From an optimization exercise on the open Yosys and OpenROAD flow, aimed at small area, a short achievable clock period and few clock cycles; shortcuts taken in it are not production practice.
RTL that was checked went through simulation tests only; none was proved equivalent to the original.
No functional check of the RTL was part of runs 1 to 3.
Power and IR drop assume default switching activity.

**flow/design.v**
```verilog
module ALU (input [7:0] A, input [7:0] B, input [3:0] instruction, output [7:0] F);
    wire [3:0] op = instruction;
    wire [2:0] k  = B[2:0];
    wire is_as  = ~op[3] & ~op[2] & ~op[1];           
    wire sub    = ~op[3] & ~op[2] & ~op[1] & op[0];   
    wire is_shf = ~op[3] & ~op[2] & op[1];            
    wire is_rot = ~op[3] & op[2] & ~op[1];            
    wire left   = op[0];
    wire is_and = ~op[3] & op[2] & op[1] & ~op[0];
    wire is_or  = ~op[3] & op[2] & op[1] & op[0];
    wire is_not = op[3] & ~op[2] & ~op[1] & ~op[0];
    wire is_xor = op[3] & ~op[2] & ~op[1] & op[0];
    wire [7:0] bx = B ^ {8{sub}};
    wire [7:0] p  = A ^ bx;
    wire [7:0] g  = A & bx;
    genvar i;
    wire [7:0] G0 = {g[7:1], g[0] | (p[0] & sub)};
    wire [7:0] P0 = p;
    wire [7:0] G1 = G0 | (P0 & {G0[6:0], 1'b0});
    wire [7:0] P1 = P0 & {P0[6:0], 1'b1};
    wire [7:0] G2 = G1 | (P1 & {G1[5:0], 2'b0});
    wire [7:0] P2 = P1 & {P1[5:0], 2'b11};
    wire [7:0] G3 = G2 | (P2 & {G2[3:0], 4'b0});
    wire [8:0] c = {G3, sub};
    wire [7:0] sum = p ^ c[7:0];
    wire a0 = k[0];
    wire a1 = k[1] ^ (left & k[0]);
    wire a2 = k[2] ^ (left & (k[1] | k[0]));
    wire [7:0] s1 = a0 ? {A[0],    A[7:1]}  : A;
    wire [7:0] s2 = a1 ? {s1[1:0], s1[7:2]} : s1;
    wire [7:0] s4 = a2 ? {s2[3:0], s2[7:4]} : s2;
    wire shf_ok = is_shf & ~|B[7:3];
    wire rot_ok = is_rot & ~|B[7:4] & ~(B[3] & |k);
    wire [7:0] keep;
    generate for (i = 0; i < 8; i = i + 1) begin : kp
        assign keep[i] = rot_ok | (shf_ok & (left ? (k <= i) : (k <= 7 - i)));
    end endgenerate
    assign F = ({8{is_as}} & sum) | (keep & s4) |
               ({8{is_xor | is_or}} & p) | ({8{is_and | is_or}} & g) | ({8{is_not}} & ~A);
endmodule
`timescale 1ns/1ps
module top (
    input clk,
    input rst_n,
    input start,
    input valid,
    input [7:0] data_A,
    input [7:0] data_B,
    input [3:0] instruction,
    input [7:0] count,
    output reg [7:0] third_largest,
    output reg finish
);
    reg [7:0] a_q, b_q;
    reg [3:0] op_q;
    reg [7:0] r;           
    reg [7:0] remaining;   
    reg [7:0] largest, second_largest;
    reg       start_q;
    reg       last1, last2;
    wire [7:0] alu_result;
    ALU alu_inst (
        .A(a_q),
        .B(b_q),
        .instruction(op_q),
        .F(alu_result)
    );
    wire [7:0] low_zero = {~|remaining[6:0], ~|remaining[5:0], ~|remaining[4:0],
                           ~|remaining[3:0], ~|remaining[2:0], ~|remaining[1:0],
                           ~remaining[0], 1'b1};
    always @(posedge clk) begin
        a_q     <= data_A;
        b_q     <= data_B;
        r       <= alu_result;
        start_q <= start;
        if (start)
            remaining <= count;
        else if (valid)
            remaining <= remaining ^ low_zero;
    end
    always @(posedge clk or negedge rst_n) begin
        if (!rst_n)
            op_q <= 4'b1111;
        else
            op_q <= valid ? instruction : 4'b1111;
    end
    always @(posedge clk or negedge rst_n) begin
        if (!rst_n) begin
            last1  <= 1'b0;
            last2  <= 1'b0;
            finish <= 1'b0;
        end else begin
            last1  <= (valid && remaining == 8'd1) || (start && count == 8'd0);
            last2  <= last1;
            finish <= last2;
        end
    end
    function [1:0] cmp8;
        input [7:0] a, b;
        reg [7:0] g, l;
        reg [3:0] g1, l1;
        reg [1:0] g2, l2;
        integer i;
        begin
            g = a & ~b;
            l = ~a & b;
            for (i = 0; i < 4; i = i + 1) begin
                g1[i] = g[2*i+1] | (~l[2*i+1] & g[2*i]);
                l1[i] = l[2*i+1] | (~g[2*i+1] & l[2*i]);
            end
            for (i = 0; i < 2; i = i + 1) begin
                g2[i] = g1[2*i+1] | (~l1[2*i+1] & g1[2*i]);
                l2[i] = l1[2*i+1] | (~g1[2*i+1] & l1[2*i]);
            end
            cmp8 = {g2[1] | (~l2[1] & g2[0]), l2[1] | (~g2[1] & l2[0])};
        end
    endfunction
    wire gt1, lt1, gt2, lt2, gt3, lt3;
    assign {gt1, lt1} = cmp8(r, largest);
    assign {gt2, lt2} = cmp8(r, second_largest);
    assign {gt3, lt3} = cmp8(r, third_largest);
    wire eq1 = ~gt1 & ~lt1;
    wire eq2 = ~gt2 & ~lt2;
    wire upd1 = gt1;
    wire upd2 = gt2 & ~eq1;
    wire upd3 = gt3 & ~eq2 & ~eq1;
    wire [7:0] new2 = gt1 ? largest : r;
    wire [7:0] new3 = gt2 ? second_largest : r;
    always @(posedge clk) begin
        largest        <= ({8{upd1}} & r)    | ({8{~upd1}} & largest        & {8{~start_q}});
        second_largest <= ({8{upd2}} & new2) | ({8{~upd2}} & second_largest & {8{~start_q}});
        third_largest  <= ({8{upd3}} & new3) | ({8{~upd3}} & third_largest  & {8{~start_q}});
    end
endmodule
```
**flow/run.sh**
```bash
#!/bin/bash
# synth_recipe.tcl (not shown) runs the flow's synth.tcl, then flattens the netlist and writes it again
# the make line also repeats each setting of config.mk as NAME=value (left out here)
make -C /OpenROAD-flow-scripts/flow DESIGN_CONFIG=/design/flow/config.mk WORK_HOME=/design/flow/orfs CLKGATE_MAP_FILE= SYNTH_SCRIPT=/design/flow/synth_recipe.tcl finish
```
**flow/config.mk**
```make
export PLATFORM = sky130hd
export DESIGN_NAME = top
export DESIGN_NICKNAME = top
export VERILOG_FILES = /design/flow/design.v
export SDC_FILE = /design/flow/constraint.sdc
export NUM_CORES = 4
export LEC_CHECK = 0
export ABC_CLOCK_PERIOD_IN_PS = 2200
export CAP_MARGIN = 20
export CORE_MARGIN = 2
export CORE_UTILIZATION = 40
export SETUP_SLACK_MARGIN = 3.8
export SLEW_MARGIN = 20
```
**flow/constraint.sdc**
```tcl
create_clock -name core_clock -period 6.0 [get_ports {clk}]
set_input_delay 1.2000 -clock core_clock [delete_from_list [all_inputs] [get_ports {clk}]]
set_output_delay 1.2000 -clock core_clock [all_outputs]
set_load 0.01 [all_outputs]
```
==> results of run 1 <==
## power groups by stage
stage	Sequential (uW)	Combinational (uW)	Clock, uW
5_1_grt	561	547	413
3_5_place_dp	561	430	0
3_3_place_gp	559	428	0
2_1_floorplan	535	339	0
6_report	553	501	386
4_1_cts	550	467	397
## metrics by stage
step | power, uW | setup slack [ns] | instance area [um^2] | hold slack, ns | util (%)
after global routing | 1520 | 3.32 | 4950 | 0.360 | 51.1
after detailed placement | 991 | 2.88 | 4440 | 0.336 | 45.8
after floorplan | 874 | 3.42 | 3970 | 0.331 | -
final | 1440 | 3.41 | 4950 | 0.352 | 51.1
after CTS | 1410 | 3.44 | 4840 | 0.355 | 50.0
after global placement | 987 | 3.05 | 4440 | 0.339 | 45.8
## Yosys cell counts (8+ instances only)
cell,n,area (um^2)
mux2i_1,51,510
dfxtp_1,49,981
nand2_1,30,113
nand2b_1,30,188
o21ai_0,27,135
inv_1,26,97.6
a21oi_1,23,115
xor2_1,18,158
clkbuf_1,15,56.3
nor2_1,14,52.6
ha_1,12,150
nor2b_1,10,62.6
nor3_1,9,45.0
edfxtp_1,8,240
## routing by layer
layer | up-vias | routed length, um
met5 | - | 0
met3 | 27 | 426
met1 | 1572 | 4230
met2 | 102 | 4780
met4 | 0 | 369
li1 | 1670 | -
## flip-flops by register name (all words and copies together) (netlist names)
| name | count |
|---|---|
| remaining | 8 |
| op_q | 4 |
| third_largest | 8 |
| finish | 1 |
| largest | 8 |
| last1 | 1 |
| a_q | 8 |
| last2 | 1 |
| r | 8 |
| b_q | 8 |
| start_q | 1 |
| second_largest | 8 |
## layout make-up
type / instances / area share [%]
Clock buffer: 12 / 3.13
Clock inverter: 3 / 0.834
Inverter: 26 / 1.97
Multi-Input combinational cell: 325 / 50.4
Sequential cell: 64 / 28.7
Tap cell: 133 / 3.36
Timing Repair Buffer: 61 / 11.6
## worst paths after layout
path / startpoint / end / slack [ns] / depth (start not counted)
worst min register to register: last2$_DFF_PN0_ / finish$_DFF_PN0_ / 0.35 / 0
max in group asynchronous: rst_n / op_q[1]$_DFF_PN1_ / 4.59 / 1
min in group asynchronous: rst_n / last2$_DFF_PN0_ / 1.11 / 1
worst max register to register: op_q[0]$_DFF_PN1_ / r[7]$_DFF_P_ / 3.41 / 9
worst max-delay path: op_q[0]$_DFF_PN1_ / r[7]$_DFF_P_ / 3.41 / 9
worst min-delay path: last2$_DFF_PN0_ / finish$_DFF_PN0_ / 0.35 / 0
## timing repair
| item | in CTS | in global routing |
|---|---|---|
| gates resized for setup | 41 | 28 |
| buffers inserted | 17 | 4 |
| gates cloned | 1 | 0 |
| setup endpoints to repair | 49 | 32 |
| pin swaps | 14 | 10 |
## cells by family after synthesis
family                   synth area share [%]
buffers and inverters                    4.79
XOR/XNOR                                 4.88
adder cells (fa/ha/maj)                  6.95
AND/OR/NAND/NOR                          18.2
multiplexers                             13.2
AO/OA/AOI/OAI                            16.4
flip-flops                               35.5
==> reports/results.tsv, run 1 <==
stage	metric	value	unit
power	power_leakage	0.00199	uW
synthesis	async_reset_ff_share	10.9	%
power	p_sw_share	33.7	%
synthesis	yosys_warnings	1	
final_layout	final_common_cell	mux2i_1	
clock_network	cts_buffers	9	
clock_network	cts_max_path_buffers	2	
detailed_routing	first_iter_violations	137	
critical_path	crit_family	compound AO/OA/AOI/OAI gates	
floorplan	rows	36	
final_layout	final_cell_mix	51 x mux2i_1, 37 x dfxtp_1, 30 x nand2b_1, 30 x clkdlybuf4s50_1, 29 x nand2_1	
final_layout	n_antenna_cell	0	
detailed_routing	drc	0	
global_routing	grt.overflow.total	0	
synthesis	synth_edf_count	8	
clock_network	cts.sinks	64	
floorplan	die_area	0.0107	mm^2
floorplan	coreArea	0.00968	mm^2
sta	fmax	386	MHz
outcome	status	timing/DRC/antenna clean	
job	maxCapViolations	0	
critical_path	path_buf_inv	1	
detailed_routing	ant_nets	0	
global_routing	met1_usage	22.6	%
sta	rsz0062_at_grt	yes	
power	combPwrFrac	34.8	%
detailed_routing	first_pass_iters	5	
sta	final.period_utilization	43.1	%
critical_path	start_kind	flop	
clock_network	root_buffer	clkbuf_8	
synthesis	syn_avg_cell_area	9.07	um^2
critical_path	worst-path-max-fanout	2	
final_layout	nets	532	
power	vdd_ir_drop_max	0.136	mV
floorplan	fp.dieH	103	um
sta	hold_viol_final	0	
floorplan	die_w	103	um
place	dp_hpwl	6760	um
global_routing	grt_pass1_vias	3279	
critical_path	slowest_stage	dfstp_2	
critical_path	crit_chain	nor4b_4 -> buf_4 -> xor2_4 -> ha_4 -> a21o_1 -> a21oi_4 -> a21oi_2 -> o2111a_1 -> or4_1	
synthesis	synth_seq_cells	64	
global_routing	grt_max_degree	25	
critical_path	critical_path_class	flop to flop	
final_layout	drive_gt1_share	17.5	%
final_layout	fill_cells	900	
power	clockPowerShare	26.8	%
clock_network	clock_latency	0.36	ns
floorplan	ios	41	
synthesis	seq_area_frac_synth	35.5	%
detailed_routing	wl_per_cell	15.7	um
global_routing	grt_pass1_wl	15700	um
final_layout	seqCellArea	0.00142	mm^2
min_path	min_path_type	flop to flop	
sta	worst_slew_pin_slew	0.885	ns
final_layout	multi_input_area	0.00249	mm^2
detailed_routing	vias	3371	
place	io_buffers	40	
power	intPower	955	uW
place	place_inst	587	
synthesis	ys.flop_type	dfxtp_1	
floorplan	initial_core_util	40.7	%
clock_network	tritoncts	done	
clock_network	h-tree-depth	3	
critical_path	critPathMaxStageDelay	0.54	ns
sta	finalClockSkew	0.0122	ns
sta	setup_viol	0	
global_routing	globalRouteTotalUtil	19.3	%
global_routing	antenna_found_initial	0	
clock_network	cts_hold_buf	0	
sta	relSlewSlack	40.6	%
critical_path	required	6.23	ns
place	place_congestion	0.885	
synthesis	ys_types	61	
synthesis	synth_nets	480	
synthesis	synthCells	435	
power	power_density	291	mW/mm^2
final_layout	syn_to_final_growth	25.5	%
final_layout	layout.cells.non_filler	624	
power	p_sw	486	uW
global_routing	top_usage_layer	met2	
sta	fin_tns_setup	0	ns
sta	fin_crit	2.59	ns
power	pwr-share-seq	38.4	%
clock_network	clk_pin_slew_worst_paths	0.08	ns
synthesis	synthesis.area	0.00395	mm^2
critical_path	crit_path_end_kind	flop	
detailed_routing	via_per_inst	5.40	
global_routing	grt.met3_usage	3.97	%
global_routing	grt_use_met2	33.0	%
detailed_routing	routed_wl	9810	um
critical_path	cp_data_arrival_time	2.82	ns
sta	slew_viol_final	0	
==> inputs of run 2 (changes only) <==
--- a/flow/design.v
+++ b/flow/design.v
@@ -1,17 +1,22 @@
-module ALU (input [7:0] A, input [7:0] B, input [3:0] instruction, output [7:0] F);
+`timescale 1ns/1ps
+module ALU (
+    input  [7:0] A,
+    input  [7:0] Bx,
+    input  [3:0] instruction,
+    input        item,
+    output [7:0] F
+);
     wire [3:0] op = instruction;
-    wire [2:0] k  = B[2:0];
-    wire is_as  = ~op[3] & ~op[2] & ~op[1];           
-    wire sub    = ~op[3] & ~op[2] & ~op[1] & op[0];   
-    wire is_shf = ~op[3] & ~op[2] & op[1];            
-    wire is_rot = ~op[3] & op[2] & ~op[1];            
+    wire [2:0] k  = Bx[2:0];                    
+    wire sub    = ~op[3] & ~op[2] & ~op[1] & op[0];           
+    wire is_as  = item & ~op[3] & ~op[2] & ~op[1];            
+    wire is_shf = item & ~op[3] & ~op[2] & op[1];             
+    wire is_rot = item & ~op[3] & op[2] & ~op[1];             
     wire left   = op[0];
-    wire is_and = ~op[3] & op[2] & op[1] & ~op[0];
-    wire is_or  = ~op[3] & op[2] & op[1] & op[0];
-    wire is_not = op[3] & ~op[2] & ~op[1] & ~op[0];
-    wire is_xor = op[3] & ~op[2] & ~op[1] & op[0];
-    wire [7:0] bx = B ^ {8{sub}};
-    wire [7:0] p  = A ^ bx;
-    wire [7:0] g  = A & bx;
-    genvar i;
+    wire is_and = item & ~op[3] & op[2] & op[1] & ~op[0];    
+    wire is_or  = item & ~op[3] & op[2] & op[1] & op[0];     
+    wire is_not = item & op[3] & ~op[2] & ~op[1] & ~op[0];   
+    wire is_xor = item & op[3] & ~op[2] & ~op[1] & op[0];    
+    wire [7:0] p  = A ^ Bx;
+    wire [7:0] g  = A & Bx;
     wire [7:0] G0 = {g[7:1], g[0] | (p[0] & sub)};
@@ -23,4 +28,3 @@
     wire [7:0] G3 = G2 | (P2 & {G2[3:0], 4'b0});
-    wire [8:0] c = {G3, sub};
-    wire [7:0] sum = p ^ c[7:0];
+    wire [7:0] sum = p ^ {G3[6:0], sub};
     wire a0 = k[0];
@@ -31,5 +35,6 @@
     wire [7:0] s4 = a2 ? {s2[3:0], s2[7:4]} : s2;
-    wire shf_ok = is_shf & ~|B[7:3];
-    wire rot_ok = is_rot & ~|B[7:4] & ~(B[3] & |k);
+    wire shf_ok = is_shf & ~|Bx[7:3];
+    wire rot_ok = is_rot & ~|Bx[7:4] & ~(Bx[3] & |k);
     wire [7:0] keep;
+    genvar i;
     generate for (i = 0; i < 8; i = i + 1) begin : kp
@@ -55,2 +60,3 @@
     reg [3:0] op_q;
+    reg       item_q;      
     reg [7:0] r;           
@@ -63,4 +69,5 @@
         .A(a_q),
-        .B(b_q),
+        .Bx(b_q),
         .instruction(op_q),
+        .item(item_q),
         .F(alu_result)
@@ -72,3 +79,4 @@
         a_q     <= data_A;
-        b_q     <= data_B;
+        b_q     <= data_B ^ {8{instruction == 4'b0001}};    
+        op_q    <= instruction;
         r       <= alu_result;
@@ -82,5 +90,5 @@
         if (!rst_n)
-            op_q <= 4'b1111;
+            item_q <= 1'b0;
         else
-            op_q <= valid ? instruction : 4'b1111;
+            item_q <= valid;
     end
==> run 2 against run 1 <==
  * Die area decreased by 1.6%
  * Still clean
  * Clock-buffer cell count increased by 2
  * Critical endpoint is now r[6]$_DFF_P_
  * Cell count decreased by 0.16%
  * Routed wire length decreased by 2.8%
  * Synthesized cell count increased by 0.92%
  * Fmax increased by 14%
  * Largest cell class unchanged
==> reports/results.tsv, run 2 <==
stage	metric	value	unit
clock_network	cts_buffers	9	
critical_path	r2r_slack	3.73	ns
global_routing	antenna_found_initial	0	
detailed_routing	routed_wl	9530	um
synthesis	syn_avg_cell_area	8.84	um^2
min_path	worst_hold_path.endpoint	finish$_DFF_PN0_	
min_path	hold_start	last2$_DFF_PN0_	
global_routing	grt_pass1_vias	3114	
synthesis	synth.area.top_cells	dfxtp_1 27%, mux2i_1 9.8%, edfxtp_1 6.2%	
critical_path	crit_chain	nor2_4 -> nand3b_1 -> fa_2 -> fa_2 -> nor2b_1 -> o21ai_1 -> nand2b_1 -> a21o_1 -> a21oi_1 -> or3_1 -> nand4_1	
power	p_total	1460	uW
sta	final.period_utilization	37.8	%
final_layout	final_cell_mix	54 x nand2_1, 38 x mux2i_1, 38 x dfxtp_1	
power	pwr-share-seq	39.4	%
critical_path	cp_common_cell	fa_2	
global_routing	grt_use_met2	31.1	%
synthesis	synth_nets	485	
clock_network	cts.sinks	65	
synthesis	synthesis.area	0.00388	mm^2
synthesis	synth_edf_count	8	
critical_path	r2r_end	r[6]$_DFF_P_	
power	clockPowerShare	24.2	%
sta	relSlewSlack	52.4	%
global_routing	grt.met3_usage	4.75	%
global_routing	grt_pass1_wl	15400	um
synthesis	yosys_warnings	1	
synthesis	synth_top_cell_by_area	dfxtp_1	
min_path	min_path_type	flop to flop	
final_layout	fill_cells	884	
sta	fin_tns_setup	0	ns
sta	worst_slew_pin_slew	0.714	ns
critical_path	start_kind	flop	
global_routing	globalRouteTotalUtil	19.0	%
global_routing	met1_usage	24.1	%
clock_network	clock_latency	0.34	ns
final_layout	n_antenna_cell	0	
floorplan	rows	35	
sta	setup_viol	0	
detailed_routing	ant_nets	0	
place	place_congestion	0.858	
sta	fin_crit	2.27	ns
clock_network	cts_max_path_buffers	2	
floorplan	coreArea	0.00933	mm^2
power	vdd_ir_drop_max	0.114	mV
floorplan	initial_core_util	41.6	%
synthesis	synthCells	439	
place	place_inst	588	
power	combPwrFrac	36.5	%
place	io_buffers	40	
global_routing	top_usage_layer	met2	
critical_path	critical_path_class	flop to flop	
floorplan	ios	41	
sta	finalClockSkew	0.00362	ns
clock_network	h-tree-depth	3	
floorplan	fp.dieH	103	um
clock_network	root_buffer	clkbuf_8	
critical_path	critPathMaxStageDelay	0.38	ns
power	p_sw_share	34.2	%
min_path	hold_path_depth	0	
job	maxCapViolations	0	
synthesis	yosys-top-cells-count	54 x nand2_1, 53 x dfxtp_1, 38 x mux2i_1, 33 x o21ai_0, 31 x a21oi_1	
final_layout	drive_gt1_share	17.6	%
detailed_routing	first_pass_iters	4	
floorplan	die_area	0.0105	mm^2
synthesis	yosysMostFrequentCell	nand2_1	
outcome	status	timing/DRC/antenna clean	
power	power_density	299	mW/mm^2
place	pre_cts_ws	3.06	ns
clock_network	tritoncts	done	
final_layout	layout.cells.non_filler	623	
synthesis	synth_seq_cells	65	
detailed_routing	wl_per_cell	15.3	um
global_routing	grt.overflow.total	0	
place	dp_hpwl	6860	um
critical_path	r2r_cells	11	
power	intPower	959	uW
critical_path	slowest_stage	fa_2	
synthesis	synth_top_area_share	27.3	%
power	power_leakage	0.00198	uW
final_layout	syn_to_final_growth	25.3	%
clock_network	clk_pin_slew_worst_paths	0.07	ns
synthesis	ys.flop_type	dfxtp_1	
final_layout	final_common_cell	nand2_1	
floorplan	die_w	103	um
synthesis	ys_types	62	
sta	hold_viol_final	0	
synthesis	seq_area_frac_synth	36.1	%
sta	rsz0062_at_grt	yes	
sta	slew_viol_final	0	
detailed_routing	first_iter_violations	88	
synthesis	async_reset_ff_share	6.15	%
critical_path	r2r-start	op_q[1]$_DFF_P_	
critical_path	required	6.28	ns
global_routing	grt_max_degree	23	
detailed_routing	vias	3295	
detailed_routing	via_per_inst	5.29	
critical_path	cp_data_arrival_time	2.55	ns
critical_path	worst-path-max-fanout	6	
critical_path	crit_path_end_kind	flop	
detailed_routing	drc	0	
sta	fmax	440	MHz
sta	fin_ws	3.73	ns
power	p_sw	498	uW
final_layout	nets	535	
## run 2: critical path: cells and delay by family, from the launching register on
family                     cells  cell delay (ns)
and+or+nand+nor                6             0.85
DFF                            1             0.36
adders and majority gates      2             0.73
AOI/OAI and AO/OA              3             0.27
## run 2: how the worst max path moves through the flow
stage                    startpoint             end  cells after the start
finish              op_q[1]$_DFF_P_    r[6]$_DFF_P_                     11
global route        op_q[2]$_DFF_P_    r[6]$_DFF_P_                     11
CTS                  b_q[1]$_DFF_P_    r[7]$_DFF_P_                      6
detailed placement   instruction[1]  b_q[3]$_DFF_P_                      3
global placement     instruction[1]  b_q[2]$_DFF_P_                      3
floorplan           op_q[2]$_DFF_P_    r[6]$_DFF_P_                     12
## run 2: stage by stage
| step | util [%] | hold WS (ns) | area [um^2] |
|---|---|---|---|
| global route | 52.2 | 0.362 | 4860 |
| floorplan | - | 0.331 | 3900 |
| finish | 52.2 | 0.359 | 4860 |
| detailed placement | 47.0 | 0.337 | 4380 |
| CTS | 50.7 | 0.359 | 4720 |
| global placement | 47.0 | 0.345 | 4380 |
## run 2: cell families after synthesis
kind of cell,Yosys count,share of synthesized area [%]
XOR/XNOR,20,4.71
multiplexers,42,11.8
flip-flops,65,36.1
AO/OA/AOI/OAI,107,17.6
adder cells (fa/ha/maj),25,7.83
AND/OR/NAND/NOR,137,17.4
buffers and inverters,43,4.48
## run 2: per-layer routing
layer	share of wire [%]	routed length, um	vias up
met5	0	0	-
met4	2.4	226	0
met3	3.2	304	20
met2	49	4680	64
met1	45	4320	1539
li1	-	-	1672
## run 2: repair_timing
action	in CTS	in global routing
pin swaps	11	16
gates resized for setup	44	28
setup buffers	7	12
setup endpoints to repair	57	34
hold buffers	0	0
## run 2: area by class of cell
class                   count  area [um^2]  area share [%]
multi-input cells         331         2450            50.4
inverters                  22         85.1            1.75
repair buffers             60          549            11.3
flip-flops and latches     65         1430            29.4
clock buffers              14          174            3.58
clock inverters             2         10.0           0.206
well taps                 129          161            3.32
## run 2: power groups by stage
stage / Clock [uW] / Sequential, uW / Combinational (uW)
2_1_floorplan: 0 / 557 / 341
3_3_place_gp: 0 / 577 / 438
3_5_place_dp: 0 / 580 / 447
4_1_cts: 364 / 571 / 484
5_1_grt: 390 / 582 / 579
6_report: 352 / 574 / 531
==> inputs of run 3 (changes only) <==
==> flow/flow/run.sh (new file) <==
#!/bin/bash
# Standard layout, with plain buffers (buf_2) on the ports instead of the
# delay buffers buffer_ports picks by default.
set -o pipefail
ls -la > ls.log 2>&1
cat standard.sh > standard_copy.log
export BUFFER_PORTS_ARGS="-buffer_cell sky130_fd_sc_hd__buf_2"
bash standard.sh > standard.log 2>&1
==> flow/standard.sh (new file) <==
#!/bin/bash
# synth_recipe.tcl (not shown) runs the flow's synth.tcl, then flattens the netlist and writes it again
# the make line also repeats each setting of config.mk as NAME=value (left out here)
make -C /OpenROAD-flow-scripts/flow DESIGN_CONFIG=/design/flow/config.mk WORK_HOME=/design/flow/orfs CLKGATE_MAP_FILE= SYNTH_SCRIPT=/design/flow/synth_recipe.tcl "${@:-finish}"
removed: flow/run.sh
==> run 3 against run 2 <==
  * Largest power group unchanged
  * Synthesized cell count unchanged
  * Critical path type unchanged
  * Critical endpoint unchanged
  * Core utilization shrank 1.7 points
  * Clock power is 19% higher
  * Routed wire length about the same
  * Sequential power is essentially flat
  * Fmax fell by 1.5%
  * Clock skew grew 0.0085 ns
  * Register-to-register slack worse by 0.04 ns
  * Synthesized area is the same
  * Still clean on timing, DRC and antenna
  * Sequential share of layout area grew 1.0 points
  * Hold slack worse by 0.0056 ns
==> reports/results.tsv, run 3 <==
stage	metric	value	unit
synthesis	synth.area.top_cells	dfxtp_1 27%, mux2i_1 9.8%, edfxtp_1 6.2%	
sta	fin_crit	2.31	ns
critical_path	r2r_cells	11	
sta	timing.hold.ws	0.353	ns
place	io_buffers	40	
critical_path	r2r_end	r[6]$_DFF_P_	
global_routing	grt_max_degree	23	
sta	rsz0062_at_grt	yes	
sta	worst_slew_pin_slew	0.731	ns
clock_network	root_buffer	clkbuf_8	
final_layout	syn_to_final_growth	21.2	%
global_routing	globalRouteTotalUtil	19.3	%
floorplan	die_area	0.0105	mm^2
clock_network	tritoncts	done	
critical_path	r2r_slack	3.69	ns
clock_network	clk_pin_slew_worst_paths	0.07	ns
critical_path	worst-path-max-fanout	2	
min_path	min_path_type	flop to flop	
final_layout	final_common_cell	nand2_1	
critical_path	required	6.28	ns
global_routing	grt_pass1_vias	3323	
detailed_routing	vias	3379	
sta	relSlewSlack	51.2	%
floorplan	rows	35	
synthesis	synth_top_area_share	27.3	%
min_path	worst_hold_path.endpoint	finish$_DFF_PN0_	
critical_path	critical_path_class	flop to flop	
min_path	hold_start	last2$_DFF_PN0_	
synthesis	synth_edf_count	8	
clock_network	cts_buffers	9	
global_routing	grt.overflow.total	0	
clock_network	cts_max_path_buffers	2	
synthesis	synth_nets	485	
synthesis	synth_top_cell_by_area	dfxtp_1	
floorplan	coreArea	0.00933	mm^2
sta	setup_viol	0	
sta	hold_viol_final	0	
detailed_routing	first_pass_iters	4	
outcome	status	timing/DRC/antenna clean	
synthesis	seq_area_frac_synth	36.1	%
floorplan	initial_core_util	41.6	%
synthesis	synthesis.area	0.00388	mm^2
synthesis	synth_seq_cells	65	
clock_network	cts_hold_buf	0	
min_path	hold_path_depth	0	
floorplan	fp.dieH	103	um
place	dp_hpwl	6840	um
sta	slew_viol_final	0	
synthesis	yosys_warnings	1	
clock_network	cts.sinks	65	
sta	fin_tns_setup	0	ns
floorplan	die_w	103	um
critical_path	cp_data_arrival_time	2.59	ns
synthesis	ys.flop_type	dfxtp_1	
synthesis	syn_avg_cell_area	8.84	um^2
critical_path	r2r-start	op_q[1]$_DFF_P_	
synthesis	ys_types	62	
job	maxCapViolations	0	
synthesis	synthCells	439	
final_layout	n_antenna_cell	0	
critical_path	crit_start	op_q[1]$_DFF_P_	
power	vdd_ir_drop_max	0.113	mV
sta	finalClockSkew	0.0121	ns
global_routing	grt_pass1_wl	15900	um
global_routing	antenna_found_initial	0	
synthesis	async_reset_ff_share	6.15	%
detailed_routing	via_per_inst	5.44	
sta	final.period_utilization	38.4	%
critical_path	crit_path_end_kind	flop	
synthesis	yosysMostFrequentCell	nand2_1	
final_layout	nets	534	
floorplan	ios	41	
power	power_density	321	mW/mm^2
synthesis	yosys-top-cells-count	54 x nand2_1, 53 x dfxtp_1, 38 x mux2i_1, 33 x o21ai_0, 31 x a21oi_1	
clock_network	h-tree-depth	3	
clock_network	clock_latency	0.34	ns
critical_path	start_kind	flop	
detailed_routing	wl_per_cell	15.4	um
detailed_routing	drc	0	
detailed_routing	ant_nets	0	
power	power_leakage	0.00199	uW
detailed_routing	routed_wl	9540	um
final_layout	final_cell_mix	54 x nand2_1, 40 x buf_2, 39 x dfxtp_1	
sta	fmax	434	MHz
final_layout	drive_gt1_share	23.8	%
detailed_routing	first_iter_violations	115	
place	place_congestion	0.880	
[run 3: changes by cell type in the layout (fill, tap and decap cells not counted), sizes merged]
cell and delta:
clkdlybuf4s50 -30, clkbuf -6, clkinv -2, clkdlybuf4s15 -3, buf +39, dlygate4sd2 -1, bufinv +1
[run 3: area by class of cell]
class	count	area [um^2]
Sequential cell	65	1430
Clock buffer	14	194
Timing Repair Buffer	59	363
Clock inverter	1	30.0
Inverter	22	85.1
Fill cell	888	4620
Tap cell	129	161
Multi-Input combinational cell	331	2440
[run 3: cells by family after synthesis]
group | synth area share, %
fa+ha+maj | 7.83
compound gates | 17.6
flops | 36.1
xor+xnor | 4.71
simple gates | 17.4
buf+inv | 4.48
mux | 11.8
[run 3: repair_timing]
item / CTS / global route
setup buffers: 10 / 8
gates resized for setup: 17 / 29
pin swaps: 4 / 15
setup endpoints to repair: 30 / 25
[run 3: worst max-delay path by stage]
stage	slack, ns	cells past startpoint	end
after floorplan	3.73	12	r[6]$_DFF_P_
after global placement	3.27	8	second_largest[5]$_DFF_P_
after detailed placement	3.22	8	second_largest[5]$_DFF_P_
after CTS	3.65	11	r[6]$_DFF_P_
after global routing	3.61	11	r[6]$_DFF_P_
final	3.69	11	r[6]$_DFF_P_
[run 3: through the flow]
stage	setup slack, ns	instance area [um^2]	utilization (%)	std cells	power, uW
2_1_floorplan	3.73	3900	-	439	899
3_3_place_gp	3.27	4180	44.9	588	996
3_5_place_dp	3.22	4180	44.9	588	1000
4_1_cts	3.65	4540	48.7	613	1450
5_1_grt	3.61	4700	50.4	621	1600
6_report	3.69	4700	50.4	621	1510
[run 3: power by group]
part | switching [uW] | internal (uW)
clock network | 169 | 250
registers | 70.3 | 502
logic | 263 | 257
[run 3: critical path: stages, from the launching register on]
cell      delay (ns)
dfxtp_4         0.36
nor2_4          0.11
nand3b_1        0.11
fa_2            0.38
fa_2            0.37
nor2b_2         0.12
o21ai_1         0.07
nand2b_1        0.11
a21o_1          0.14
a21oi_1         0.07
or3_1           0.34
nand4_1         0.09
[run 3: metal layers]
metal / vias up / routed length (um) / GRT usage [%]
li1: 1676 / - / -
met1: 1605 / 4390 / 24.5
met2: 81 / 4560 / 32.5
met3: 17 / 405 / 3.19
met4: 0 / 175 / 8.00
met5: - / 0 / 0
==> inputs of run 4 (changes only) <==
--- a/flow/design.v
+++ b/flow/design.v
@@ -10,3 +10,2 @@
     wire [2:0] k  = Bx[2:0];                    
-    wire sub    = ~op[3] & ~op[2] & ~op[1] & op[0];           
     wire is_as  = item & ~op[3] & ~op[2] & ~op[1];            
@@ -19,12 +18,5 @@
     wire is_xor = item & op[3] & ~op[2] & ~op[1] & op[0];    
-    wire [7:0] p  = A ^ Bx;
-    wire [7:0] g  = A & Bx;
-    wire [7:0] G0 = {g[7:1], g[0] | (p[0] & sub)};
-    wire [7:0] P0 = p;
-    wire [7:0] G1 = G0 | (P0 & {G0[6:0], 1'b0});
-    wire [7:0] P1 = P0 & {P0[6:0], 1'b1};
-    wire [7:0] G2 = G1 | (P1 & {G1[5:0], 2'b0});
-    wire [7:0] P2 = P1 & {P1[5:0], 2'b11};
-    wire [7:0] G3 = G2 | (P2 & {G2[3:0], 4'b0});
-    wire [7:0] sum = p ^ {G3[6:0], sub};
+    wire [7:0] sum = A + Bx;
+    wire [7:0] p   = A ^ Bx;
+    wire [7:0] g   = A & Bx;
     wire a0 = k[0];
@@ -74,2 +66,4 @@
     );
+    wire [7:0] b_neg = {|data_B[6:0], |data_B[5:0], |data_B[4:0], |data_B[3:0],
+                        |data_B[2:0], |data_B[1:0], data_B[0], 1'b0};
     wire [7:0] low_zero = {~|remaining[6:0], ~|remaining[5:0], ~|remaining[4:0],
@@ -79,3 +73,3 @@
         a_q     <= data_A;
-        b_q     <= data_B ^ {8{instruction == 4'b0001}};    
+        b_q     <= data_B ^ ({8{instruction == 4'b0001}} & b_neg);    
         op_q    <= instruction;
==> flow/run.sh (new file) <==
#!/bin/bash
# synth_recipe.tcl (not shown) runs the flow's synth.tcl, then flattens the netlist and writes it again
# the make line also repeats each setting of config.mk as NAME=value (left out here)
make -C /OpenROAD-flow-scripts/flow DESIGN_CONFIG=/design/flow/config.mk WORK_HOME=/design/flow/orfs CLKGATE_MAP_FILE= SYNTH_SCRIPT=/design/flow/synth_recipe.tcl finish
removed: flow/flow/run.sh
removed: flow/standard.sh
==> run 4 against run 3 <==
  * Sequential share of layout area shrank 1.7 points
  * Global-route usage decreased by 1.2 points
  * Highest routed layer unchanged
  * Clock-buffer cell count down 4
  * Routed wire length fell by 3.6%
  * Combinational power shrank 6.2%
  * Fmax up 1.6%
==> reports/results.tsv, run 4 <==
stage	metric	value	unit
power	power_leakage	0.00191	uW
final_layout	final_common_cell	mux2i_1	
critical_path	crit_chain	and2b_1 -> maj3_2 -> maj3_2 -> maj3_2 -> a31o_4 -> nor2b_4 -> buf_12 -> mux2i_1	
floorplan	die_w	103	um
sta	fmax	441	MHz
clock_network	cts_max_path_buffers	2	
synthesis	async_reset_ff_share	6.15	%
detailed_routing	wl_per_cell	14.9	um
sta	fin_ws	3.73	ns
sta	rsz0062_at_grt	yes	
critical_path	worst-path-max-fanout	8	
synthesis	ys.flop_type	dfxtp_1	
clock_network	clock_latency	0.34	ns
floorplan	initial_core_util	40.8	%
final_layout	syn_to_final_growth	26.2	%
critical_path	path_buf_inv	1	
place	io_buffers	40	
sta	fin_tns_setup	0	ns
detailed_routing	ant_nets	0	
job	maxCapViolations	0	
critical_path	cp_common_cell	maj3_2	
critical_path	critical_path_class	flop to flop	
detailed_routing	via_per_inst	5.35	
power	vdd_ir_drop_max	0.140	mV
clock_network	root_buffer	clkbuf_8	
detailed_routing	first_pass_iters	4	
final_layout	n_antenna_cell	0	
global_routing	grt.overflow.total	0	
sta	slew_viol_final	0	
critical_path	cp_data_arrival_time	2.49	ns
synthesis	syn_avg_cell_area	9.09	um^2
synthesis	synth_seq_cells	65	
detailed_routing	routed_wl	9190	um
synthesis	yosys_warnings	1	
critical_path	start_kind	flop	
sta	final.period_utilization	37.8	%
synthesis	synthCells	433	
detailed_routing	first_iter_violations	123	
synthesis	synth_top_cell_by_area	dfxtp_1	
sta	setup_viol	0	
global_routing	grt_max_degree	25	
sta	relSlewSlack	34.1	%
floorplan	fp.dieH	103	um
clock_network	clk_pin_slew_worst_paths	0.07	ns
final_layout	fill_cells	940	
power	power_density	289	mW/mm^2
final_layout	drive_gt1_share	18.3	%
synthesis	yosys-top-cells-count	53 x dfxtp_1, 47 x mux2i_1, 44 x o21ai_0, 31 x nand2_1, 30 x nand2b_1	
sta	fin_crit	2.27	ns
detailed_routing	vias	3313	
critical_path	slowest_stage	dfxtp_4	
floorplan	die_area	0.0106	mm^2
clock_network	cts.sinks	65	
synthesis	synth_top_area_share	27.0	%
final_layout	final_cell_mix	46 x mux2i_1, 41 x o21ai_0, 39 x dfxtp_1	
sta	worst_slew_pin_slew	0.981	ns
final_layout	nets	526	
outcome	status	timing/DRC/antenna clean	
floorplan	ios	41	
global_routing	grt_pass1_wl	14700	um
floorplan	rows	36	
min_path	min_path_type	flop to flop	
synthesis	yosysMostFrequentCell	dfxtp_1	
synthesis	seq_area_frac_synth	35.6	%
synthesis	ys_types	54	
critical_path	required	6.22	ns
sta	hold_viol_final	0	
clock_network	h-tree-depth	3	
clock_network	cts_buffers	9	
place	dp_hpwl	6690	um
synthesis	synthesis.area	0.00394	mm^2
synthesis	synth_nets	478	
global_routing	grt_pass1_vias	3077	
critical_path	critPathMaxStageDelay	0.38	ns
detailed_routing	drc	0	
global_routing	antenna_found_initial	0	
floorplan	coreArea	0.00964	mm^2
place	place_congestion	0.913	
global_routing	globalRouteTotalUtil	18.1	%
synthesis	synth.area.top_cells	dfxtp_1 27%, mux2i_1 12%, edfxtp_1 6.1%	
synthesis	synth_edf_count	8	
sta	finalClockSkew	0.00729	ns
critical_path	crit_path_end_kind	flop	
place	pre_cts_ws	3.16	ns
critical_path	crit_family	adder cells	
clock_network	tritoncts	done	
[run 4: logic make-up (layout without fill, tap and decap cells)]
| kind of cell | Yosys count | after routing | share of synthesized area [%] |
|---|---|---|---|
| xor gates and xnor gates | 22 | 22 | 4.90 |
| AOI/OAI and AO/OA | 101 | 101 | 16.1 |
| DFF | 65 | 65 | 35.6 |
| buffers and inverters | 41 | 94 | 4.32 |
| muxes | 48 | 48 | 12.2 |
| and+or+nand+nor | 125 | 125 | 17.7 |
| adders and majority gates | 31 | 31 | 9.16 |
[run 4: path summary, 6_finish.rpt]
kind	start	endpoint	slack, ns	cells after the start
worst min-delay path	last1$_DFF_PN0_	last2$_DFF_PN0_	0.36	0
max in group asynchronous	rst_n	item_q$_DFF_PN0_	4.77	1
min in group asynchronous	rst_n	last1$_DFF_PN0_	1.06	1
worst min register to register	last1$_DFF_PN0_	last2$_DFF_PN0_	0.36	0
worst max-delay path	second_largest[4]$_DFF_P_	second_largest[3]$_DFF_P_	3.73	8
worst max register to register	second_largest[4]$_DFF_P_	second_largest[3]$_DFF_P_	3.73	8
[run 4: repair_timing]
item,CTS,global route
gates resized for setup,51,28
setup buffers,9,7
setup endpoints to repair,53,37
pin swaps,11,8
hold buffers,0,0
[run 4: area by class of cell]
| type | count | area, um^2 | area share, % |
|---|---|---|---|
| multi-input combinational | 327 | 2520 | 50.8 |
| sequential | 65 | 1430 | 28.8 |
| timing repair buffer | 57 | 549 | 11.1 |
| clock buffer | 10 | 138 | 2.77 |
| tap | 133 | 166 | 3.35 |
| clock inverter | 6 | 81.3 | 1.64 |
| inverter | 21 | 78.8 | 1.59 |
[run 4: power breakdown]
part / internal [uW] / switching (uW)
clock: 242 / 172
combinational: 255 / 233
sequential: 483 / 50.0
[run 4: layer usage]
layer | vias up | global-route usage, % | wire, um
met5 | - | 0 | 0
met2 | 69 | 29.8 | 4600
li1 | 1658 | - | -
met1 | 1572 | 22.2 | 4070
met4 | 0 | 8.70 | 180
met3 | 14 | 4.30 | 338
[run 4: metrics by stage]
stage	instance area (um^2)	power, uW	instances	hold slack (ns)	util [%]
3_3_place_gp	4440	927	587	0.335	46.1
3_5_place_dp	4440	933	587	0.337	46.1
4_1_cts	4850	1420	612	0.359	50.3
5_1_grt	4960	1520	619	0.367	51.5
2_1_floorplan	3960	836	433	0.331	-
6_report	4960	1440	619	0.358	51.5
Testbench counts of run 4, summed over its fixed seeds: cycles 3,621.
==> inputs of run 5 (changes only) <==
==> flow/flow/run.sh (new file) <==
#!/bin/bash
# Standard layout, with plain buffers (buf_2) on the ports instead of the
# delay buffers buffer_ports picks by default.
set -o pipefail
export BUFFER_PORTS_ARGS="-buffer_cell sky130_fd_sc_hd__buf_2"
bash standard.sh > standard.log 2>&1
==> flow/standard.sh (new file) <==
#!/bin/bash
# synth_recipe.tcl (not shown) runs the flow's synth.tcl, then flattens the netlist and writes it again
# the make line also repeats each setting of config.mk as NAME=value (left out here)
make -C /OpenROAD-flow-scripts/flow DESIGN_CONFIG=/design/flow/config.mk WORK_HOME=/design/flow/orfs CLKGATE_MAP_FILE= SYNTH_SCRIPT=/design/flow/synth_recipe.tcl "${@:-finish}"
--- a/flow/config.mk
+++ b/flow/config.mk
@@ -7,3 +7,3 @@
 export LEC_CHECK = 0
-export ABC_CLOCK_PERIOD_IN_PS = 2200
+export ABC_CLOCK_PERIOD_IN_PS = 2000
 export CAP_MARGIN = 20
@@ -11,3 +11,3 @@
 export CORE_UTILIZATION = 40
-export SETUP_SLACK_MARGIN = 3.8
+export SETUP_SLACK_MARGIN = 4.1
 export SLEW_MARGIN = 20
removed: flow/run.sh
==> run 5 against run 4 <==
  * Still clean on timing, DRC and antenna
  * Non-clock buffer count up 14
  * Register-to-register slack better by 0.05 ns
  * Sequential cell count did not move
  * Clock skew rose by 0.00065 ns
  * Combinational power up 3%
  * Core utilization rose by 1.1 points
  * Synthesized cell count stayed put
  * Hold slack better by 0.021 ns
  * Global-route usage is 0.90 points higher
  * Sequential power barely moved
  * Critical path depth unchanged
  * Critical endpoint is now second_largest[6]$_DFF_P_
  * Largest cell class unchanged
  * Largest power group unchanged
==> reports/results.tsv, run 5 <==
stage	metric	value	unit
global_routing	grt.overflow.total	0	
final_layout	syn_to_final_growth	28.8	%
power	power_density	282	mW/mm^2
critical_path	critical_path_class	flop to flop	
synthesis	yosys_warnings	1	
power	p_total	1430	uW
place	place_congestion	0.872	
synthesis	ys_types	54	
detailed_routing	via_per_inst	5.32	
floorplan	fp.dieH	103	um
power	vdd_ir_drop_max	0.110	mV
critical_path	required	6.24	ns
synthesis	synthesis.area	0.00394	mm^2
floorplan	rows	36	
global_routing	globalRouteTotalUtil	18.9	%
final_layout	nets	540	
critical_path	cp_data_arrival_time	2.46	ns
final_layout	final_cell_mix	44 x mux2i_1, 36 x o21ai_0, 32 x buf_2	
clock_network	cts_buffers	9	
clock_network	h-tree-depth	3	
synthesis	synth_edf_count	8	
sta	relSlewSlack	57.4	%
power	p_sw_share	32.3	%
critical_path	worst-path-max-fanout	8	
floorplan	die_area	0.0106	mm^2
min_path	min_path_type	flop to flop	
power	intPower	968	uW
synthesis	seq_area_frac_synth	35.6	%
detailed_routing	dr_wl_met3	342	um
sta	fin_tns_setup	0	ns
sta	worst_slew_pin_slew	0.638	ns
place	place_area	0.00428	mm^2
sta	fin_crit	2.22	ns
detailed_routing	routed_wl	9730	um
place	io_buffers	40	
outcome	status	timing/DRC/antenna clean	
synthesis	ys.flop_type	dfxtp_1	
place	dp_hpwl	6890	um
final_layout	drive_gt1_share	31.6	%
clock_network	cts_hold_buf	0	
critical_path	crit_path_end_kind	flop	
job	maxCapViolations	0	
sta	final.period_utilization	37.0	%
power	power_leakage	0.00200	uW
synthesis	synthCells	433	
detailed_routing	ant_nets	0	
synthesis	synth_top_cell_by_area	dfxtp_1	
sta	fmax	450	MHz
detailed_routing	vias	3369	
clock_network	cts_max_path_buffers	2	
synthesis	yosys-top-cells-count	53 x dfxtp_1, 47 x mux2i_1, 44 x o21ai_0, 31 x nand2_1, 30 x nand2b_1	
synthesis	synth_seq_cells	65	
synthesis	async_reset_ff_share	6.15	%
sta	setup_viol	0	
clock_network	cts.sinks	65	
final_layout	n_antenna_cell	0	
synthesis	yosysMostFrequentCell	dfxtp_1	
final_layout	final_area	0.00507	mm^2
synthesis	synth_nets	478	
power	pwr-share-seq	37.4	%
power	p_sw	461	uW
clock_network	root_buffer	clkbuf_8	
synthesis	syn_avg_cell_area	9.09	um^2
floorplan	initial_core_util	40.8	%
sta	finalClockSkew	0.00795	ns
detailed_routing	drc	0	
power	combPwrFrac	35.1	%
power	clockPowerShare	27.5	%
critical_path	start_kind	flop	
floorplan	coreArea	0.00964	mm^2
clock_network	clock_latency	0.35	ns
detailed_routing	first_pass_iters	4	
floorplan	die_w	103	um
detailed_routing	wl_per_cell	15.4	um
synthesis	synth_top_area_share	27.0	%
detailed_routing	top_layer	met4	
sta	slew_viol_final	0	
floorplan	ios	41	
detailed_routing	wirelength_met1	4220	um
global_routing	grt_max_degree	25	
sta	rsz0062_at_grt	yes	
clock_network	tritoncts	done	
final_layout	final_common_cell	mux2i_1	
global_routing	grt_pass1_vias	3319	
synthesis	synth.area.top_cells	dfxtp_1 27%, mux2i_1 12%, edfxtp_1 6.1%	
global_routing	antenna_found_initial	0	
global_routing	grt_pass1_wl	15500	um
sta	hold_viol_final	0	
detailed_routing	first_iter_violations	93	
clock_network	clk_pin_slew_worst_paths	0.08	ns
detailed_routing	wl_met2	4970	um
==> run 5: final cells by class <==
type	instances	area [um^2]
clock inverters	4	51.3
clock buffers	12	155
fillers	920	4570
inverters	21	78.8
flip-flops and latches	65	1450
well taps	133	166
multi-input cells	327	2620
repair buffers	71	546
==> run 5: final timing paths <==
kind / start / end / slack [ns] / cells after the start
hold / removal: last2$_DFF_PN0_ / finish$_DFF_PN0_ / 0.38 / 0
setup / recovery: second_largest[4]$_DFF_P_ / second_largest[6]$_DFF_P_ / 3.78 / 8
setup reg to reg: second_largest[4]$_DFF_P_ / second_largest[6]$_DFF_P_ / 3.78 / 8
max in group asynchronous: rst_n / last1$_DFF_PN0_ / 5.23 / 1
min in group asynchronous: rst_n / finish$_DFF_PN0_ / 0.64 / 1
hold reg to reg: last2$_DFF_PN0_ / finish$_DFF_PN0_ / 0.38 / 0
==> run 5: repair_timing <==
| action | 4_1_cts | 5_1_grt |
|---|---|---|
| pin swaps | 22 | 15 |
| buffers inserted | 24 | 5 |
| resized for setup | 56 | 30 |
| endpoints found under the setup margin | 44 | 44 |
| cloned | 1 | 0 |
==> run 5: worst max-delay path, cell delays in order (launching register included) <==
cell and delay [ns]:
dfxtp_2 0.35, and2b_1 0.18, maj3_2 0.29, maj3_2 0.30
maj3_2 0.34, a31o_4 0.25, nor2b_4 0.13, buf_12 0.15
mux2i_1 0.11
==> run 5: metrics by stage <==
step / cells / worst slack (ns) / utilization [%] / hold WS, ns
2_1_floorplan: 433 / 3.82 / - / 0.331
3_3_place_gp: 587 / 3.45 / 44.4 / 0.335
3_5_place_dp: 587 / 3.43 / 44.4 / 0.368
4_1_cts: 628 / 3.74 / 50.8 / 0.382
5_1_grt: 633 / 3.72 / 52.6 / 0.383
6_report: 633 / 3.78 / 52.6 / 0.379
==> run 5: kinds of logic (layout without fill, tap and decap cells) <==
| kind of cell | Yosys count | after routing | synth area share (%) |
|---|---|---|---|
| simple gates | 125 | 125 | 17.7 |
| compound gates | 101 | 101 | 16.1 |
| flops | 65 | 65 | 35.6 |
| mux | 48 | 48 | 12.2 |
| buf+inv | 41 | 108 | 4.32 |
| fa+ha+maj | 31 | 31 | 9.16 |
| xor+xnor | 22 | 22 | 4.90 |
==> run 5: routing by layer <==
metal / vias up / GRT usage (%)
li1: 1685 / -
met1: 1597 / 22.7
met2: 71 / 33.0
met3: 16 / 3.09
met4: 0 / 9.21
met5: - / 0
==> run 5: power by group through the flow <==
stage          logic [uW]  clock network (uW)  registers (uW)
2_1_floorplan         320                   0             522
3_3_place_gp          368                   0             540
3_5_place_dp          373                   0             543
4_1_cts               476                 402             532
5_1_grt               545                 421             540
6_report              502                 393             534
==> inputs of run 6 (changes only) <==
--- a/flow/config.mk
+++ b/flow/config.mk
@@ -11,3 +11,3 @@
 export CORE_UTILIZATION = 40
-export SETUP_SLACK_MARGIN = 4.1
+export SETUP_SLACK_MARGIN = 4.4
 export SLEW_MARGIN = 20
==> run 6 against run 5 <==
  * Register-to-register slack worse by 0.03 ns
  * Final area is 10% higher
  * Still clean
  * Non-clock buffer count rose by 18
  * Critical path depth unchanged
==> reports/results.tsv, run 6 <==
stage	metric	value	unit
detailed_routing	vias	3497	
final_layout	n_antenna_cell	0	
sta	final.period_utilization	37.6	%
detailed_routing	first_iter_violations	113	
final_layout	nets	558	
synthesis	synth_nets	478	
synthesis	synth_seq_cells	65	
global_routing	grt_pass1_wl	16200	um
detailed_routing	ant_nets	0	
synthesis	synthesis.area	0.00394	mm^2
floorplan	coreArea	0.00964	mm^2
power	vdd_ir_drop_max	0.129	mV
floorplan	die_w	103	um
clock_network	root_buffer	clkbuf_8	
synthesis	synth.area.top_cells	dfxtp_1 27%, mux2i_1 12%, edfxtp_1 6.1%	
critical_path	crit_path_end_kind	flop	
global_routing	grt_max_degree	25	
global_routing	grt.overflow.total	0	
detailed_routing	first_pass_iters	4	
final_layout	fill_cells	829	
synthesis	yosys-top-cells-count	53 x dfxtp_1, 47 x mux2i_1, 44 x o21ai_0, 31 x nand2_1, 30 x nand2b_1	
place	io_buffers	40	
final_layout	drive_gt1_share	41.9	%
critical_path	start_kind	flop	
global_routing	grt_pass1_vias	3367	
power	power_density	264	mW/mm^2
final_layout	syn_to_final_growth	41.7	%
clock_network	tritoncts	done	
sta	setup_viol	0	
floorplan	initial_core_util	40.8	%
detailed_routing	routed_wl	10600	um
min_path	hold_start	last2$_DFF_PN0_	
power	power_leakage	0.00217	uW
detailed_routing	drc	0	
clock_network	h-tree-depth	3	
clock_network	clk_pin_slew_worst_paths	0.07	ns
place	dp_hpwl	6710	um
sta	fmax	444	MHz
sta	finalClockSkew	0.0112	ns
critical_path	r2r-start	r[4]$_DFF_P_	
synthesis	syn_avg_cell_area	9.09	um^2
clock_network	cts_max_path_buffers	2	
floorplan	ios	41	
clock_network	cts_buffers	9	
synthesis	seq_area_frac_synth	35.6	%
place	place_area	0.00435	mm^2
floorplan	die_area	0.0106	mm^2
critical_path	required	6.22	ns
synthesis	ys.flop_type	dfxtp_1	
synthesis	async_reset_ff_share	6.15	%
clock_network	cts_hold_buf	0	
sta	fin_tns_setup	0	ns
floorplan	fp.dieH	103	um
final_layout	post-route-util	57.8	%
sta	relSlewSlack	51.2	%
detailed_routing	wl_per_cell	16.3	um
critical_path	crit_start	r[4]$_DFF_P_	
synthesis	yosysMostFrequentCell	dfxtp_1	
min_path	min_path_type	flop to flop	
synthesis	synth_edf_count	8	
final_layout	final_area	0.00557	mm^2
synthesis	synth_top_cell_by_area	dfxtp_1	
sta	hold_viol_final	0	
sta	slew_viol_final	0	
synthesis	yosys_warnings	1	
final_layout	final_cell_mix	35 x mux2i_1, 32 x dfxtp_1, 29 x buf_4	
sta	rsz0062_at_grt	yes	
sta	fin_crit	2.25	ns
place	place_congestion	0.995	
critical_path	worst-path-max-fanout	7	
synthesis	synth_top_area_share	27.0	%
outcome	status	timing/DRC/antenna clean	
global_routing	globalRouteTotalUtil	19.9	%
final_layout	final_common_cell	mux2i_1	
detailed_routing	via_per_inst	5.37	
job	maxCapViolations	0	
clock_network	clock_latency	0.35	ns
synthesis	ys_types	54	
clock_network	cts.sinks	65	
floorplan	rows	36	
sta	worst_slew_pin_slew	0.731	ns
critical_path	critical_path_class	flop to flop	
global_routing	antenna_found_initial	0	
power	p_total	1470	uW
synthesis	synthCells	433	
critical_path	cp_data_arrival_time	2.48	ns
## run 6: path summary, 6_finish.rpt
path	slack, ns	endpoint	depth (start not counted)
min in group asynchronous	0.64	last1$_DFF_PN0_	1
max in group asynchronous	5.22	item_q$_DFF_PN0_	1
setup reg to reg	3.75	second_largest[6]$_DFF_P_	8
hold / removal	0.35	finish$_DFF_PN0_	0
hold reg to reg	0.35	finish$_DFF_PN0_	0
setup / recovery	3.75	second_largest[6]$_DFF_P_	8
## run 6: area by class of cell
type                    instances  area (um^2)  share of cell area [%]
multi-input cells             327         2930                    52.6
flip-flops and latches         65         1450                    26.0
clock inverters                 4         20.0                   0.359
inverters                      21         78.8                    1.41
well taps                     133          166                    2.99
repair buffers                 89          783                    14.1
clock buffers                  12          145                    2.60
## run 6: critical path, stage by stage (launching register included)
cell and delay (ns):
dfxtp_4 0.35, nand2b_1 0.14, maj3_2 0.30, maj3_2 0.31, maj3_2 0.31, a31o_4 0.30, nor2b_4 0.15, buf_12 0.15
mux2i_2 0.14
## run 6: cells by family (layout without fill, tap and decap cells)
family	after synthesis	after routing	share of synthesized area [%]
simple gates	125	125	17.7
compound gates	101	101	16.1
flops	65	65	35.6
mux	48	48	12.2
buf+inv	41	126	4.32
fa+ha+maj	31	31	9.16
xor+xnor	22	22	4.90
## run 6: per-layer routing
| layer | track usage [%] | vias up | wire length (um) |
|---|---|---|---|
| met3 | 3.97 | 23 | 321 |
| li1 | - | 1722 | - |
| met4 | 9.51 | 0 | 322 |
| met5 | 0 | - | 0 |
| met1 | 24.1 | 1673 | 4560 |
| met2 | 34.0 | 79 | 5420 |
## run 6: through the flow
step / instances / hold slack [ns] / setup WS [ns]
floorplan: 433 / 0.331 / 3.82
global placement: 587 / 0.333 / 3.62
CTS: 638 / 0.354 / 3.75
detailed placement: 587 / 0.338 / 3.53
global route: 651 / 0.373 / 3.68
finish: 651 / 0.351 / 3.75
## run 6: power by group
group	total (uW)	switching, uW	internal (uW)
clock	332	173	158
combinational	607	282	325
sequential	535	52.5	482
total	1470	508	966
## run 6: what timing repair did
| action | CTS | global route |
|---|---|---|
| gates resized for setup | 90 | 58 |
| endpoints found under the setup margin | 58 | 50 |
| cloned | 1 | 1 |
| pin swaps | 31 | 25 |
| setup buffers | 34 | 12 |
==> inputs of run 7 (changes only) <==
--- a/flow/config.mk
+++ b/flow/config.mk
@@ -7,3 +7,3 @@
 export LEC_CHECK = 0
-export ABC_CLOCK_PERIOD_IN_PS = 2000
+export ABC_CLOCK_PERIOD_IN_PS = 1400
 export CAP_MARGIN = 20
@@ -11,3 +11,3 @@
 export CORE_UTILIZATION = 40
-export SETUP_SLACK_MARGIN = 4.4
+export SETUP_SLACK_MARGIN = 4.0
 export SLEW_MARGIN = 20
==> run 7 against run 6 <==
  * Via count fell by 5.9%
  * Register-to-register slack barely moved
  * Routed wire length fell by 13%
  * Non-clock buffer count fell by 23
  * First-iteration DRC count fell by 3.5%
  * Cell count fell by 3.5%
  * Die area did not move
  * Critical path type unchanged
  * Largest power group is now sequential cells
==> reports/results.tsv, run 7 <==
stage	metric	value	unit
outcome	status	timing/DRC/antenna clean	
synthesis	yosysMostFrequentCell	dfxtp_1	
final_layout	nets	535	
floorplan	coreArea	0.00964	mm^2
floorplan	ios	41	
synthesis	ys_types	54	
floorplan	initial_core_util	40.8	%
clock_network	clock_latency	0.35	ns
synthesis	synthesis.area	0.00394	mm^2
job	maxCapViolations	0	
sta	finalClockSkew	0.00993	ns
detailed_routing	drc	0	
synthesis	synth_top_area_share	27.0	%
detailed_routing	via_per_inst	5.24	
clock_network	cts.sinks	65	
synthesis	synth_edf_count	8	
sta	slew_viol_final	0	
detailed_routing	first_iter_violations	109	
clock_network	cts_buffers	9	
sta	relSlewSlack	56.0	%
sta	final.period_utilization	37.3	%
critical_path	worst-path-max-fanout	8	
critical_path	crit_chain	and2b_1 -> maj3_2 -> maj3_2 -> maj3_2 -> a31o_4 -> nor2b_4 -> buf_6 -> mux2i_1	
min_path	min_path_type	flop to flop	
global_routing	antenna_found_initial	0	
floorplan	die_w	103	um
power	vdd_ir_drop_max	0.123	mV
final_layout	final_cell_mix	47 x mux2i_1, 38 x o21ai_0, 34 x dfxtp_1	
sta	fin_tns_setup	0	ns
critical_path	critPathMaxStageDelay	0.35	ns
synthesis	synth_seq_cells	65	
clock_network	clk_pin_slew_worst_paths	0.08	ns
floorplan	fp.dieH	103	um
sta	worst_slew_pin_slew	0.659	ns
global_routing	grt_pass1_vias	3123	
place	place_congestion	0.849	
final_layout	final_common_cell	mux2i_1	
floorplan	die_area	0.0106	mm^2
synthesis	syn_avg_cell_area	9.09	um^2
global_routing	globalRouteTotalUtil	18.1	%
synthesis	synth_nets	478	
sta	hold_viol_final	0	
detailed_routing	first_pass_iters	4	
global_routing	grt.overflow.total	0	
critical_path	crit_family	adder cells	
critical_path	critical_path_class	flop to flop	
detailed_routing	wl_per_cell	14.7	um
clock_network	cts_max_path_buffers	2	
place	place_inst	587	
critical_path	cp_common_cell	maj3_2	
power	power_density	289	mW/mm^2
final_layout	syn_to_final_growth	24.5	%
detailed_routing	vias	3290	
detailed_routing	routed_wl	9200	um
clock_network	h-tree-depth	3	
detailed_routing	ant_nets	0	
sta	setup_viol	0	
final_layout	layout.cells.non_filler	628	
synthesis	yosys_warnings	1	
sta	fmax	446	MHz
critical_path	path_buf_inv	1	
clock_network	tritoncts	done	
sta	fin_crit	2.24	ns
synthesis	seq_area_frac_synth	35.6	%
final_layout	drive_gt1_share	26.5	%
floorplan	rows	36	
final_layout	fill_cells	927	
clock_network	root_buffer	clkbuf_8	
place	dp_hpwl	6680	um
global_routing	grt_pass1_wl	15100	um
synthesis	async_reset_ff_share	6.15	%
critical_path	crit_path_end_kind	flop	
power	p_total	1420	uW
sta	timing.hold.ws	0.358	ns
synthesis	yosys-top-cells-count	53 x dfxtp_1, 47 x mux2i_1, 44 x o21ai_0, 31 x nand2_1, 30 x nand2b_1	
global_routing	grt_max_degree	25	
power	power_leakage	0.00196	uW
critical_path	cp_data_arrival_time	2.48	ns
synthesis	synth_top_cell_by_area	dfxtp_1	
final_layout	n_antenna_cell	0	
critical_path	start_kind	flop	
sta	rsz0062_at_grt	yes	
place	io_buffers	40	
synthesis	synth.area.top_cells	dfxtp_1 27%, mux2i_1 12%, edfxtp_1 6.1%	
synthesis	synthCells	433	
critical_path	slowest_stage	dfxtp_2	
critical_path	required	6.24	ns
synthesis	ys.flop_type	dfxtp_1	
## run 7: metrics by stage
| step | util [%] | cell area, um^2 | worst slack, ns |
|---|---|---|---|
| after floorplan | - | 3990 | 3.82 |
| after global placement | 44.2 | 4260 | 3.50 |
| after detailed placement | 44.2 | 4260 | 3.36 |
| after CTS | 49.5 | 4780 | 3.75 |
| after global routing | 50.8 | 4900 | 3.70 |
| final | 50.8 | 4900 | 3.76 |
## run 7: worst paths after layout
check	startpoint	endpoint	cells after the start	slack, ns
setup / recovery	second_largest[4]$_DFF_P_	second_largest[0]$_DFF_P_	8	3.76
hold / removal	last1$_DFF_PN0_	last2$_DFF_PN0_	0	0.36
setup reg to reg	second_largest[4]$_DFF_P_	second_largest[0]$_DFF_P_	8	3.76
hold reg to reg	last1$_DFF_PN0_	last2$_DFF_PN0_	0	0.36
max in group asynchronous	rst_n	finish$_DFF_PN0_	1	5.24
min in group asynchronous	rst_n	last2$_DFF_PN0_	1	0.64
## run 7: report_power, final
part | leakage [uW] | switching [uW] | internal, uW | total, uW
registers | 0.000582 | 47.6 | 483 | 530
clock network | 0.000107 | 181 | 234 | 415
logic | 0.00127 | 223 | 246 | 470
total | 0.00196 | 452 | 963 | 1420
## run 7: final cells by class
class	instances	area, um^2	share of cell area (%)
clock inverters	7	93.8	1.92
well taps	133	166	3.40
inverters	21	78.8	1.61
flip-flops and latches	65	1450	29.5
multi-input cells	327	2500	51.1
repair buffers	66	488	9.96
clock buffers	9	124	2.53
## run 7: metal layers
layer  vias up  global-route usage (%)  part of all wire, %
met5         -                       0                    0
met3        13                    3.09                  3.4
li1       1669                       -                    -
met1      1536                    23.8                   45
met2        72                    30.2                   50
met4         0                    5.97                  1.8
## run 7: what timing repair did
item	in CTS	in global routing
setup endpoints to repair	42	43
gates resized for setup	43	22
buffers inserted	16	8
hold buffers	0	0
cloned	0	1
pin swaps	9	17
## run 7: cells by family (layout without fill, tap and decap cells)
| family | after synthesis | after routing | share of synthesized area [%] |
|---|---|---|---|
| and+or+nand+nor | 125 | 125 | 17.7 |
| AOI/OAI and AO/OA | 101 | 101 | 16.1 |
| DFF | 65 | 65 | 35.6 |
| muxes | 48 | 48 | 12.2 |
| buffers and inverters | 41 | 103 | 4.32 |
| adders and majority gates | 31 | 31 | 9.16 |
| xor gates and xnor gates | 22 | 22 | 4.90 |
==> inputs of run 8 (changes only) <==
--- a/flow/config.mk
+++ b/flow/config.mk
@@ -7,3 +7,3 @@
 export LEC_CHECK = 0
-export ABC_CLOCK_PERIOD_IN_PS = 1400
+export ABC_CLOCK_PERIOD_IN_PS = 800
 export CAP_MARGIN = 20
==> run 8 against run 7 <==
  * Sequential cell count stayed put
  * Still clean on timing, DRC and antenna
  * Combinational power about the same
  * Critical path depth did not move
  * Non-clock buffer count stayed put
  * Die area unchanged
  * Final area is the same
  * Critical endpoint unchanged
  * Clock skew is the same
  * Worst setup slack did not move
  * First-iteration DRC count unchanged
==> reports/results.tsv, run 8 <==
stage	metric	value	unit
final_layout	fill_cells	927	
power	vdd_ir_drop_max	0.123	mV
critical_path	start_kind	flop	
global_routing	grt_max_degree	25	
critical_path	path_depth	8	
global_routing	grt_pass1_wl	15100	um
floorplan	coreArea	0.00964	mm^2
synthesis	synth_edf_count	8	
outcome	status	timing/DRC/antenna clean	
synthesis	synth_top_cell_by_area	dfxtp_1	
detailed_routing	ant_nets	0	
floorplan	die_w	103	um
synthesis	synth_seq_cells	65	
synthesis	yosys-top-cells-count	53 x dfxtp_1, 47 x mux2i_1, 44 x o21ai_0, 31 x nand2_1, 30 x nand2b_1	
detailed_routing	routed_wl	9200	um
detailed_routing	first_iter_violations	109	
synthesis	yosysMostFrequentCell	dfxtp_1	
place	place_congestion	0.849	
clock_network	cts_max_path_buffers	2	
global_routing	antenna_found_initial	0	
detailed_routing	first_pass_iters	4	
sta	setup_viol	0	
floorplan	rows	36	
global_routing	globalRouteTotalUtil	18.1	%
critical_path	r2r_cells	8	
final_layout	syn_to_final_growth	24.5	%
critical_path	path_buf_inv	1	
final_layout	final_common_cell	mux2i_1	
min_path	hold_path_depth	0	
place	pre_cts_ws	3.36	ns
global_routing	grt_pass1_vias	3123	
floorplan	die_area	0.0106	mm^2
clock_network	cts_buffers	9	
sta	slew_viol_final	0	
critical_path	slowest_stage	dfxtp_2	
sta	fmax	446	MHz
critical_path	required	6.24	ns
synthesis	syn_avg_cell_area	9.09	um^2
critical_path	crit_path_end_kind	flop	
floorplan	fp.dieH	103	um
job	maxCapViolations	0	
critical_path	cp_data_arrival_time	2.48	ns
clock_network	cts.sinks	65	
sta	relSlewSlack	56.0	%
synthesis	async_reset_ff_share	6.15	%
sta	fin_crit	2.24	ns
sta	fin_ws	3.76	ns
place	io_buffers	40	
clock_network	clk_pin_slew_worst_paths	0.08	ns
## run 8: cell counts in the layout (fill, tap and decap cells not counted)
No cell type changed its count.
## run 8: worst paths after layout
check                                          start                   endpoint  slack [ns]
setup / recovery           second_largest[4]$_DFF_P_  second_largest[0]$_DFF_P_        3.76
hold / removal                       last1$_DFF_PN0_            last2$_DFF_PN0_        0.36
setup reg to reg           second_largest[4]$_DFF_P_  second_largest[0]$_DFF_P_        3.76
hold reg to reg                      last1$_DFF_PN0_            last2$_DFF_PN0_        0.36
max in group asynchronous                      rst_n           finish$_DFF_PN0_        5.24
min in group asynchronous                      rst_n            last2$_DFF_PN0_        0.64
## run 8: cells by family (layout without fill, tap and decap cells)
family | Yosys count | after routing | share of synthesized area [%]
AO/OA/AOI/OAI | 101 | 101 | 16.1
XOR/XNOR | 22 | 22 | 4.90
adder cells (fa/ha/maj) | 31 | 31 | 9.16
buffers and inverters | 41 | 103 | 4.32
flip-flops | 65 | 65 | 35.6
multiplexers | 48 | 48 | 12.2
AND/OR/NAND/NOR | 125 | 125 | 17.7
## run 8: through the flow
step | hold WS [ns] | total power (uW) | instances | util [%]
3_5_place_dp | 0.342 | 912 | 587 | 44.2
3_3_place_gp | 0.335 | 905 | 587 | 44.2
4_1_cts | 0.360 | 1400 | 619 | 49.5
2_1_floorplan | 0.331 | 839 | 433 | -
5_1_grt | 0.365 | 1500 | 628 | 50.8
6_report | 0.358 | 1420 | 628 | 50.8
## run 8: final cells by class
type / instances / area, um^2 / share of cell area (%)
repair buffers: 66 / 488 / 9.96
inverters: 21 / 78.8 / 1.61
well taps: 133 / 166 / 3.40
clock inverters: 7 / 93.8 / 1.92
multi-input cells: 327 / 2500 / 51.1
clock buffers: 9 / 124 / 2.53
flip-flops and latches: 65 / 1450 / 29.5
## run 8: what timing repair did
item                                    in CTS  in global routing
endpoints found under the hold margin        0                  0
gates resized for setup                     43                 22
pin swaps                                    9                 17
buffers inserted                            16                  8
cloned                                       0                  1
endpoints found under the setup margin      42                 43
## run 8: power breakdown
group / internal [uW] / leakage, uW / switching (uW)
logic: 246 / 0.00127 / 223
registers: 483 / 0.000582 / 47.6
clock network: 234 / 0.000107 / 181
## run 8: worst reg2reg max path, cell delays in order, from the launching register on
cell and delay (ns):
dfxtp_2 0.35, and2b_1 0.18, maj3_2 0.30, maj3_2 0.29
maj3_2 0.33, a31o_4 0.28, nor2b_4 0.15, buf_6 0.14
mux2i_1 0.11
## run 8: routing by layer
layer	up-vias	part of all wire, %	wire [um]
met2	72	50	4580
met3	13	3.4	315
met5	-	0	0
li1	1669	-	-
met1	1536	45	4140
met4	0	1.8	165

Check on run 8: ideal ports give 3.760 ns setup slack; a clkbuf_16 on the clock port and buf_2 on the inputs give 3.760 ns; moving port delays by the midpoint clock arrival (0.378 ns) as well gives 3.644 ns.
